From an optimization exercise on the open Yosys and OpenROAD flow, aimed at small area and a short achievable clock period; shortcuts taken in it are not production practice. The RTL was checked by simulation tests, not by an equivalence proof against the original design. Power and IR drop assume default switching activity.

Design pipelined_regfile_3stage, start of the top module:
module pipelined_regfile_3stage(clk, rst, aluout,
	imem_addr, imem_rdata,
	dmem_raddr, dmem_rdata, dmem_wen, dmem_waddr, dmem_wdata);
input clk;
input rst;
output [15:0] imem_addr;
input  [15:0] imem_rdata;
output [15:0] dmem_raddr;
input  [15:0] dmem_rdata;
output dmem_wen;
output [15:0] dmem_waddr;
output [15:0] dmem_wdata;
output [15:0] aluout;
function [15:0] rev16(input [15:0] v);
	integer k;
	for (k = 0; k < 16; k = k + 1) rev16[k] = v[15-k];
endfunction
reg [15:0] pc;            
reg [15:0] ia;            
reg [15:0] a_E, b_E;
reg [3:0]  imm_E, wa_E;
reg [2:0]  op_E;
reg        v_E, we_E, ld_E, sw_E, br_E, ls_E;
reg [15:0] x_M, y_M, z_M;
reg [3:0]  wa_M;
reg        we_M, ld_M, sw_M, mul_M, srl_M;
reg [15:0] dm;            
reg [3:0]  wa_D;
reg        we_D, ld_D;
reg [15:0] alu_W, md_W;
reg [3:0]  wa_W;
reg        we_W, ld_W;
reg [15:0] rf [0:15];
wire [15:0] inst = imem_rdata;
wire [3:0] op = inst[15:12];
wire [3:0] rd = inst[11:8];
wire [3:0] rs = inst[7:4];
wire [3:0] rt = inst[3:0];
wire d_lw  = op == 4'h8;
wire d_sw  = op == 4'h9;
wire d_beq = op == 4'ha;
wire d_jr  = op == 4'hc;
wire d_jal = op == 4'hd;
wire d_jmp = (op == 4'hb) | d_jal;
wire d_we  = ~(d_sw | d_beq | (op == 4'hb) | d_jr | d_jal);
wire [2:0] d_aluop = (d_lw | d_sw) ? 3'd0 : d_beq ? 3'd1 : op[2:0];
wire d_sll = d_aluop == 3'd4;
wire d_srl = d_aluop == 3'd5;
wire [15:0] nextpc = pc + 16'd1;
wire [15:0] wbdata = ld_W ? md_W : alu_W;
wire [15:0] woh = (16'd1 << wa_W) & {16{we_W}};
wire [15:0] wen = d_jal ? {we_W, 15'd0} : woh;
wire [15:0] wd  = d_jal ? nextpc : wbdata;
wire [15:0] oh1 = 16'd1 << rs;
wire [15:0] oh2 = (d_sw | d_beq) ? (16'd1 << rd) : (16'd1 << rt);
  ...
==> module pipelined_regfile_3stage, before the edit <==
module pipelined_regfile_3stage(clk, rst, aluout,
	imem_addr, imem_rdata,
	dmem_raddr, dmem_rdata, dmem_wen, dmem_waddr, dmem_wdata);
input clk;
input rst;
output [15:0] imem_addr;
input  [15:0] imem_rdata;
output [15:0] dmem_raddr;
input  [15:0] dmem_rdata;
output dmem_wen;
output [15:0] dmem_waddr;
output [15:0] dmem_wdata;
output [15:0] aluout;
function [15:0] rev16(input [15:0] v);
	integer k;
	for (k = 0; k < 16; k = k + 1) rev16[k] = v[15-k];
endfunction
reg [15:0] pc;            
reg [15:0] ia;            
reg [15:0] a_E, b_E;
reg [3:0]  imm_E, wa_E;
reg [2:0]  op_E;
reg        v_E, we_E, ld_E, sw_E, br_E, ls_E;
reg [15:0] x_M, y_M, z_M;
reg [3:0]  wa_M;
reg        we_M, ld_M, sw_M, mul_M, srl_M;
reg [15:0] dm;            
reg [3:0]  wa_D;
reg        we_D, ld_D;
reg [15:0] alu_W, md_W;
reg [3:0]  wa_W;
reg        we_W, ld_W;
reg [15:0] rf [0:15];
wire [15:0] inst = imem_rdata;
wire [3:0] op = inst[15:12];
wire [3:0] rd = inst[11:8];
wire [3:0] rs = inst[7:4];
wire [3:0] rt = inst[3:0];
wire d_lw  = op == 4'h8;
wire d_sw  = op == 4'h9;
wire d_beq = op == 4'ha;
wire d_jr  = op == 4'hc;
wire d_jal = op == 4'hd;
wire d_jmp = (op == 4'hb) | d_jal;
wire d_we  = ~(d_sw | d_beq | (op == 4'hb) | d_jr | d_jal);
wire [2:0] d_aluop = (d_lw | d_sw) ? 3'd0 : d_beq ? 3'd1 : op[2:0];
wire d_sll = d_aluop == 3'd4;
wire d_srl = d_aluop == 3'd5;
wire [15:0] nextpc = pc + 16'd1;
wire [15:0] wbdata = ld_W ? md_W : alu_W;
wire [15:0] woh = (16'd1 << wa_W) & {16{we_W}};
wire [15:0] wen = d_jal ? {we_W, 15'd0} : woh;
wire [15:0] wd  = d_jal ? nextpc : wbdata;
wire [15:0] oh1 = 16'd1 << rs;
wire [15:0] oh2 = (d_sw | d_beq) ? (16'd1 << rd) : (16'd1 << rt);
wire [3:0]  ra2 = (d_sw | d_beq) ? rd : rt;
reg [15:0] vld;
wire [15:0] s1 = vld & oh1;
wire [15:0] s2 = vld & oh2;
reg [15:0] t1, t2;
integer i;
always @(*) begin
	t1 = {13'd0, oh1[1] && !vld[1], 1'b0, oh1[1] && !vld[1]};
	t2 = {13'd0, oh2[1] && !vld[1], 1'b0, oh2[1] && !vld[1]};
	for (i = 0; i < 16; i = i + 1) begin
		t1 = t1 | (rf[i] & {16{s1[i]}});
		t2 = t2 | (rf[i] & {16{s2[i]}});
	end
end
wire jb1 = we_W & d_jal & oh1[15];
wire jb2 = we_W & d_jal & oh2[15];
wire wb1 = we_W & ~d_jal & (wa_W == rs);
wire wb2 = we_W & ~d_jal & (wa_W == ra2);
wire [15:0] rdata1 = jb1 ? nextpc : wb1 ? wbdata : t1;
wire [15:0] rdata2 = jb2 ? nextpc : wb2 ? wbdata : t2;
integer k;
always @(posedge clk) begin
	for (k = 0; k < 16; k = k + 1)
		if (wen[k]) rf[k] <= wd;
	if (rst) vld <= 16'd0;
	else     vld <= vld | wen;
end
wire [15:0] shf = rt[3] ? 16'd0 : (16'd1 << rt[2:0]);
wire [15:0] immx_E = {{12{imm_E[3]}}, imm_E};
wire eq_E = a_E == b_E;
wire take = br_E & eq_E;
wire [15:0] btarget = ia + 16'd1 + immx_E;
wire sub_E = (op_E == 3'd1) | (op_E == 3'd6);
wire mul_E = (op_E == 3'd7) | (op_E == 3'd4) | (op_E == 3'd5);
wire [15:0] bb_E = (ls_E ? immx_E : b_E) ^ {16{sub_E}};
wire [16:0] as_E = {1'b0, a_E} + {1'b0, bb_E} + {16'd0, sub_E};
wire le_E = ~as_E[16] | eq_E;
wire [15:0] mx, my, mz;
mul16_csa MUL0(.a(a_E), .b(b_E), .x(mx), .y(my), .z(mz));
reg [15:0] res_E;
always @(*) begin
	case (op_E)
		3'd0, 3'd1: res_E = as_E[15:0];
		3'd2:       res_E = a_E & b_E;
		3'd3:       res_E = a_E ^ b_E;
		3'd6:       res_E = {15'd0, le_E};
		default:    res_E = mx;
	endcase
end
wire [15:0] pc_seq = d_jmp ? {nextpc[14:11], inst[11:0]} : take ? btarget : nextpc;
wire [15:0] pcin = d_jr ? rdata1 : pc_seq;
always @(posedge clk) begin
	if (rst) begin
		pc <= 16'd0;
		ia <= 16'd0;
	end else begin
		pc <= pcin;
		ia <= pc;
	end
end
assign imem_addr = ia;
wire [15:0] mem_sum = x_M + (mul_M ? y_M : 16'd0) + (mul_M ? z_M : 16'd0);
always @(posedge clk) begin
	a_E   <= d_srl ? rev16(rdata1) : rdata1;
	b_E   <= (d_sll | d_srl) ? shf : rdata2;
	imm_E <= rt;
	wa_E  <= rd;
	op_E  <= d_aluop;
	ld_E  <= d_lw;
	ls_E  <= d_lw | d_sw;
	y_M   <= mul_E ? my : b_E;
	z_M   <= mz;
	wa_M  <= wa_E;
	ld_M  <= ld_E;
	srl_M <= op_E == 3'd5;
	wa_D  <= wa_M;
	ld_D  <= ld_M;
	md_W  <= dmem_rdata;
	wa_W  <= wa_D;
	ld_W  <= ld_D;
	if (rst) begin
		v_E <= 1'b0; we_E <= 1'b0; sw_E <= 1'b0; br_E <= 1'b0;
		x_M <= 16'd0; we_M <= 1'b0; sw_M <= 1'b0; mul_M <= 1'b0;
		dm <= 16'd0; we_D <= 1'b0;
		alu_W <= 16'd0; we_W <= 1'b0;
	end else begin
		v_E <= 1'b1; we_E <= d_we; sw_E <= d_sw; br_E <= d_beq;
		x_M <= v_E ? res_E : 16'd0;
		we_M <= we_E; sw_M <= sw_E; mul_M <= v_E & mul_E;
		dm <= srl_M ? rev16(mem_sum) : mem_sum;
		we_D <= we_M;
		alu_W <= dm;
		we_W <= we_D;
	end
end
assign dmem_raddr = dm;
assign dmem_wen   = sw_M & ~rst;
assign dmem_waddr = x_M;
assign dmem_wdata = y_M;
assign aluout     = alu_W;
endmodule
clock: 8.0 ns
lec_check: 0
cap_margin: 20
core_margin: 2
core_utilization: 40
cts_buf_list: sky130_fd_sc_hd__clkbuf_16
cts_cluster_diameter: 115
cts_cluster_size: 24
setup_slack_margin: 4.5
slew_margin: 20
standard.sh (not shown) runs the stock make flow with config.mk's settings and CLKGATE_MAP_FILE= SYNTH_SCRIPT=/design/flow/synth_recipe.tcl, a recipe that flattens the netlist after the stock synthesis.
==> flow/flow/run.sh <==
#!/bin/bash
# Standard layout, with plain buffers (instead of ORFS's default delay cell)
# on the input and output ports.
export BUFFER_PORTS_ARGS="-buffer_cell sky130_fd_sc_hd__buf_2"
bash standard.sh > standard.log 2>&1
Next try:
--- a/flow/design.v
+++ b/flow/design.v
@@ -367,13 +367,13 @@
 wire [15:0] oh2 = (d_sw | d_beq) ? (16'd1 << rd) : (16'd1 << rt);
 wire [3:0]  ra2 = (d_sw | d_beq) ? rd : rt;
 reg [15:0] vld;
-wire [15:0] s1 = vld & oh1;
-wire [15:0] s2 = vld & oh2;
+wire [15:0] s1 = vld & oh1 & ~wen;
+wire [15:0] s2 = vld & oh2 & ~wen;
 reg [15:0] t1, t2;
 integer i;
 always @(*) begin
-	t1 = {13'd0, oh1[1] && !vld[1], 1'b0, oh1[1] && !vld[1]};
-	t2 = {13'd0, oh2[1] && !vld[1], 1'b0, oh2[1] && !vld[1]};
+	t1 = {13'd0, oh1[1] && !vld[1] && !wen[1], 1'b0, oh1[1] && !vld[1] && !wen[1]};
+	t2 = {13'd0, oh2[1] && !vld[1] && !wen[1], 1'b0, oh2[1] && !vld[1] && !wen[1]};
 	for (i = 0; i < 16; i = i + 1) begin
 		t1 = t1 | (rf[i] & {16{s1[i]}});
 		t2 = t2 | (rf[i] & {16{s2[i]}});
@@ -383,8 +383,8 @@
 wire jb2 = we_W & d_jal & oh2[15];
 wire wb1 = we_W & ~d_jal & (wa_W == rs);
 wire wb2 = we_W & ~d_jal & (wa_W == ra2);
-wire [15:0] rdata1 = jb1 ? nextpc : wb1 ? wbdata : t1;
-wire [15:0] rdata2 = jb2 ? nextpc : wb2 ? wbdata : t2;
+wire [15:0] rdata1 = t1 | ({16{jb1}} & nextpc) | ({16{wb1}} & wbdata);
+wire [15:0] rdata2 = t2 | ({16{jb2}} & nextpc) | ({16{wb2}} & wbdata);
 integer k;
 always @(posedge clk) begin
 	for (k = 0; k < 16; k = k + 1)
What happened: Final area came out higher slightly; flip-flop and latch count stays the same; wire length is higher by a little under a tenth; non-clock buffer count climbs by 32; worst hold slack gains 0.0051 ns; maximum frequency went up slightly; total power is higher slightly; count of clock-buffer cells in the layout is unchanged; synthesized cell count decreases slightly; register-to-register slack is better by 0.02 ns.

[afterwards: timing with drivers on the ports]
The results above use ideal ports. As a check the final layouts listed here were re-extracted and re-timed, cells and wires unchanged.
Step 1 assumes that a clkbuf_16 drives the clock port and a buf_2 every other input.
Step 2 moves the port delays by t, midway between the first and last clock arrival at a register: inputs arrive t later, outputs are due t later. That takes back most of the time a late clock gives input paths.
a / b / c = ideal ports / drivers / drivers and shift; a / b = the first two.
| run | shift t [ns] | setup WS [ns] | worst register clock-pin slew, ns |
|---|---|---|---|
| the first run | 0.662 | 4.396 / 4.250 / 3.787 | 0.11 / 0.11 |
| the second run | 0.668 | 4.461 / 4.348 / 3.774 | 0.12 / 0.12 |
After both steps setup and hold are still met in every run listed. For the second run, which loses most, drivers alone change the setup slack by -0.113 ns; drivers and shift together by -0.687 ns.
